What follows belongs to an exercise in optimizing a design on an open flow for a short achievable clock period and few clock cycles; a production flow would make more cautious choices. Where RTL was checked, it was by simulation tests only, not by an equivalence proof against the original. Power is estimated from default activity; no workload was simulated.

// rv32
module rv32(
	input     		i_rst,
	input	 		i_clk,
	output [31:0]	o_addr,
	output [31:0]	o_dat_w,
	output 	[3:0]   o_we,
	input  [31:0]   i_dat_r,
	output	 		o_stb,
	output [1:0]	o_led,
	input      		i_ack,
	input      		i_mtip,
	input      		i_msip,
	input      		i_meip,
	input			i_seip
);
parameter RESET_ADDR       = 32'h00001000;
reg [1:0] privileged_mode;		 
assign o_led = privileged_mode;
reg        ir_v;
reg [31:0] ir;
reg [31:0] ir_pc;
reg [31:0] op1, op2;		 
reg [31:0] x_dva;		 
reg [31:0] x_tgt;		 
reg        x_taken;		 
reg [31:0] sd_q;		 
reg [3:0]  swm_q;		 
reg        x_started;		 
reg        d_wr;		 
reg        nb_v;
reg [31:0] nb;
reg [31:0] nb_pc;
reg [31:0] nb_op1, nb_op2;
reg        busy;		 
reg        b_fetch;		 
reg        b_kill;		 
reg [1:0]  b_ph;		 
reg        b_wr;
reg [31:0] h_addr;
reg [3:0]  h_we;
reg        f_act;		 
reg        f_paused;		 
reg [1:0]  f_nph;
reg [19:0] pte_sv;
reg [31:0] f_va;
reg [31:0] nf_va;		 
reg        nf_ok;		 
reg [19:0] nf_ppn;
reg [19:0] f_ppn;		 
reg [19:0] ir_ppn, nb_ppn;	 
reg        x_tsame;		 
reg        d_lk;		 
reg        d_hit;
reg [19:0] d_ppn;
reg  [7:0] t_v;
reg [19:0] t_vpn[0:7];
reg [19:0] t_ppn[0:7];
reg  [2:0] t_rr;
reg [31:0] amo_q;
reg [31:0] r_reg[31:1];
wire [7:0] instr_funct3 = 8'b00000001 << ir[14:12];
wire [31:0] instr_Uimm={    ir[31],   ir[30:12], {12{1'b0}}};
wire [31:0] instr_Iimm={{21{ir[31]}}, ir[30:20]};
wire [4:0] opc = ir[6:2];
wire instr_Load    =  (opc == 5'b00000);
wire instr_ALUimm  =  (opc == 5'b00100);
wire instr_AUIPC   =  (opc == 5'b00101);
wire instr_Store   =  (opc == 5'b01000);
wire instr_ALUreg  =  (opc == 5'b01100);
wire instr_LUI     =  (opc == 5'b01101);
wire instr_Branch  =  (opc == 5'b11000);
wire instr_JALR    =  (opc == 5'b11001);
wire instr_JAL     =  (opc == 5'b11011);
wire instr_SYSTEM  =  (opc == 5'b11100);
wire instr_Amoswap =  (opc == 5'b01011);
  ...
==> flow/config.mk <==
export PLATFORM = sky130hd
export DESIGN_NAME = rv32
export DESIGN_NICKNAME = rv32
export VERILOG_FILES = /design/flow/design.v
export SDC_FILE = /design/flow/constraint.sdc
export NUM_CORES = 4
export LEC_CHECK = 0
export CAP_MARGIN = 20
export CORE_MARGIN = 2
export CORE_UTILIZATION = 40
export SETUP_SLACK_MARGIN = 5
export SLEW_MARGIN = 20
export TNS_END_PERCENT = 100
==> flow/constraint.sdc <==
create_clock -name core_clock -period 11.0 [get_ports {i_clk}]
set_input_delay 2.2000 -clock core_clock [delete_from_list [all_inputs] [get_ports {i_clk}]]
set_output_delay 2.2000 -clock core_clock [all_outputs]
set_load 0.01 [all_outputs]
run.sh (not shown) runs the stock make flow with config.mk's settings and CLKGATE_MAP_FILE= SYNTH_SCRIPT=/design/flow/synth_recipe.tcl, a recipe that flattens the netlist after the stock synthesis.
Change:
--- a/flow/design.v
+++ b/flow/design.v
@@ -148,17 +148,18 @@
 wire [4:0] instr_rs2 = ir[24:20];
 wire instr_ALU = instr_ALUimm | instr_ALUreg;
 wire [31:0] alu_In1 = op1;
 wire [31:0] alu_In2 = instr_ALUreg ? op2 : instr_Iimm;
 wire [31:0] alu_Plus  = alu_In1 + alu_In2;
 wire [31:0] alu_Minus = alu_In1 - alu_In2;
 wire alu_ltu = alu_In1 < alu_In2;
-wire alu_lt  = $signed(alu_In1) < $signed(alu_In2);
+wire alu_lt  = (alu_In1[31] ^ alu_In2[31]) ? alu_In1[31] : alu_ltu;
 wire alu_rightShiftIn = ir[30] & alu_In1[31];
-wire [31:0] alu_rightShift = $signed({alu_rightShiftIn, alu_In1}) >>> alu_In2[4:0];
+wire [63:0] alu_rightShiftW = {{32{alu_rightShiftIn}}, alu_In1} >> alu_In2[4:0];
+wire [31:0] alu_rightShift = alu_rightShiftW[31:0];
 wire [31:0] alu_leftShift  = alu_In1 << alu_In2[4:0];
 wire [31:0] alu_Out =
      (instr_funct3[0]  ? ir[30] & ir[5] ? alu_Minus : alu_Plus : 32'b0) |
      (instr_funct3[1]  ? alu_leftShift                         : 32'b0) |
      (instr_funct3[2]  ? {31'b0, alu_lt}                       : 32'b0) |
      (instr_funct3[3]  ? {31'b0, alu_ltu}                      : 32'b0) |
      (instr_funct3[4]  ? alu_In1 ^ alu_In2                     : 32'b0) |
@@ -410,16 +411,16 @@
 wire [31:0] inw_immT = inw[3] ? inw_J : inw[4] ? inw_U : inw_B;
 wire [31:0] in_dva = in1 + inw_immA;
 wire [31:0] in_tgt = inpc + inw_immT;
 wire in_tsame = (in_tgt[31:12] == inpc[31:12]);
 wire [19:0] inppn = nb_v ? nb_ppn : f_ppn;
 wire [7:0]  in_f3 = 8'b00000001 << inw[14:12];
 wire in_eq  = in1 == in2;
-wire in_lt  = $signed(in1) < $signed(in2);
 wire in_ltu = in1 < in2;
+wire in_lt  = (in1[31] ^ in2[31]) ? in1[31] : in_ltu;
 wire in_pred =
         in_f3[0] &  in_eq  |
         in_f3[1] & !in_eq  |
         in_f3[4] &  in_lt  |
         in_f3[5] & !in_lt  |
         in_f3[6] &  in_ltu |
         in_f3[7] & !in_ltu ;
Non-clock buffer count shrinks by 63.
Global-route usage grows by 0.84 points.
Total power shrinks by 1.9%.
Core utilization shrinks by 0.33 points.
Routed wire length grows by 2.0%.
Hold slack got worse by 20 ps.
Via count grows by 0.61%.
Clock power shrinks by about 2%.
Testbench counts after the change, summed over its fixed seeds: cycles 81,680.
Only the layout flow was run in the first run of this note; the RTL was not checked for function there.


run 1:
Another version of the RTL of rv32 (not shown whole).
For scale: about 9,900 cells after synthesis, about 0.11 sq mm of cells after synthesis.
==> flow/config.mk <==
export PLATFORM = sky130hd
export DESIGN_NAME = rv32
export DESIGN_NICKNAME = rv32
export VERILOG_FILES = /design/flow/design.v
export SDC_FILE = /design/flow/constraint.sdc
export NUM_CORES = 4
export LEC_CHECK = 0
export CAP_MARGIN = 20
export CORE_MARGIN = 2
export CORE_UTILIZATION = 40
export SETUP_SLACK_MARGIN = 5
export SLEW_MARGIN = 20
export TNS_END_PERCENT = 100
==> flow/constraint.sdc <==
create_clock -name core_clock -period 11.0 [get_ports {i_clk}]
set_input_delay 2.2000 -clock core_clock [delete_from_list [all_inputs] [get_ports {i_clk}]]
set_output_delay 2.2000 -clock core_clock [all_outputs]
set_load 0.01 [all_outputs]
Testbench counts of run 1, summed over its fixed seeds: cycles 119,695.
Here is what was changed in the inputs of run 2 compared with run 1.
--- a/flow/design.v
+++ b/flow/design.v
@@ -135,18 +135,17 @@
 wire [4:0] instr_rs2 = ir[24:20];
 wire instr_ALU = instr_ALUimm | instr_ALUreg;
 wire [31:0] alu_In1 = op1;
 wire [31:0] alu_In2 = instr_ALUreg ? op2 : instr_Iimm;
 wire [31:0] alu_Plus  = alu_In1 + alu_In2;
 wire [31:0] alu_Minus = alu_In1 - alu_In2;
 wire alu_ltu = alu_In1 < alu_In2;
-wire alu_lt  = (alu_In1[31] ^ alu_In2[31]) ? alu_In1[31] : alu_ltu;
+wire alu_lt  = $signed(alu_In1) < $signed(alu_In2);
 wire alu_rightShiftIn = ir[30] & alu_In1[31];
-wire [63:0] alu_rightShiftW = {{32{alu_rightShiftIn}}, alu_In1} >> alu_In2[4:0];
-wire [31:0] alu_rightShift = alu_rightShiftW[31:0];
+wire [31:0] alu_rightShift = $signed({alu_rightShiftIn, alu_In1}) >>> alu_In2[4:0];
 wire [31:0] alu_leftShift  = alu_In1 << alu_In2[4:0];
 wire [31:0] alu_Out =
      (instr_funct3[0]  ? ir[30] & ir[5] ? alu_Minus : alu_Plus : 32'b0) |
      (instr_funct3[1]  ? alu_leftShift                         : 32'b0) |
      (instr_funct3[2]  ? {31'b0, alu_lt}                       : 32'b0) |
      (instr_funct3[3]  ? {31'b0, alu_ltu}                      : 32'b0) |
      (instr_funct3[4]  ? alu_In1 ^ alu_In2                     : 32'b0) |
@@ -332,16 +331,16 @@
 wire inw_amo   = (inw[6:2] == 5'b01011);
 wire [31:0] inw_immA = inw_store ? inw_S : inw_amo ? 32'd0 : inw_I;
 wire [31:0] inw_immT = inw[3] ? inw_J : inw[4] ? inw_U : inw_B;
 wire [31:0] in_dva = in1 + inw_immA;
 wire [31:0] in_tgt = inpc + inw_immT;
 wire [7:0]  in_f3 = 8'b00000001 << inw[14:12];
 wire in_eq  = in1 == in2;
+wire in_lt  = $signed(in1) < $signed(in2);
 wire in_ltu = in1 < in2;
-wire in_lt  = (in1[31] ^ in2[31]) ? in1[31] : in_ltu;
 wire in_pred =
         in_f3[0] &  in_eq  |
         in_f3[1] & !in_eq  |
         in_f3[4] &  in_lt  |
         in_f3[5] & !in_lt  |
         in_f3[6] &  in_ltu |
         in_f3[7] & !in_ltu ;
Results
Number of standard cells after synthesis (run 2 over run 1): decrease, 210. Run 2 ended up with ir[3] as its startpoint of the worst setup timing path; run 1 ended up with ir[26]. Layout cell share with drive strength beyond 1 (run 2 over run 1): decrease, 0.98 points. Power share of the combinational group (higher): run 1. [compare] base=run 1 new=run 2: relative area change from synthesis to final layout fell 1.5 points; die area dropped 0.0012 sq mm; number of buffers inserted to repair setup after CTS lost about 23%; count of cell types in the netlist has decreased. Run 2 ended up with a lower number of combinational gates with multiple inputs than run 1 did. Summary of run 2 over run 1: cell area saw a decrease; arrival time reported for the critical path endpoint went up 0.29 ns; final period utilization rose 2.9 points. Run 2 against run 1: worst path required time now smaller, share of synthesized registers carrying an async set or reset ~0 delta.
For run 2, only the layout was checked, not whether the RTL still works.

==> static timing again, ports no longer ideal <==
No port has a modelled driver above. Below, the same layouts with a new extraction and two added sets of constraints. Step 1 (the two cells are an assumption about what drives the block):
set clk [get_ports {i_clk}]
set_driving_cell -lib_cell sky130_fd_sc_hd__clkbuf_16 $clk
set_driving_cell -lib_cell sky130_fd_sc_hd__buf_2 [delete_from_list [all_inputs] $clk]
Step 2 adds t to the input delays and takes it off the output delays; t is the mean of the earliest and latest rising clock arrival at the registers after step 1. Input paths then give back, and output paths get back, about the clock's delay inside the block. a / b / c = no drivers / after step 1 / after step 2; a / b = the first two.
run | t, ns | setup WS [ns] | worst setup path after step 2
the first run of note 1 | 1.020 | 3.438 / 3.438 / 2.605 | input to register
the second run of note 1 | 1.028 | 3.112 / 3.112 / 2.378 | input to register
run 1 | 1.031 | 3.474 / 3.474 / 2.622 | input to register
run 2 | 1.003 | 3.154 / 3.154 / 2.271 | input to register
After both steps setup and hold are still met in every run listed. The setup slack of run 2, which loses most, moves by 0.000 ns with the drivers and by -0.883 ns with both steps.
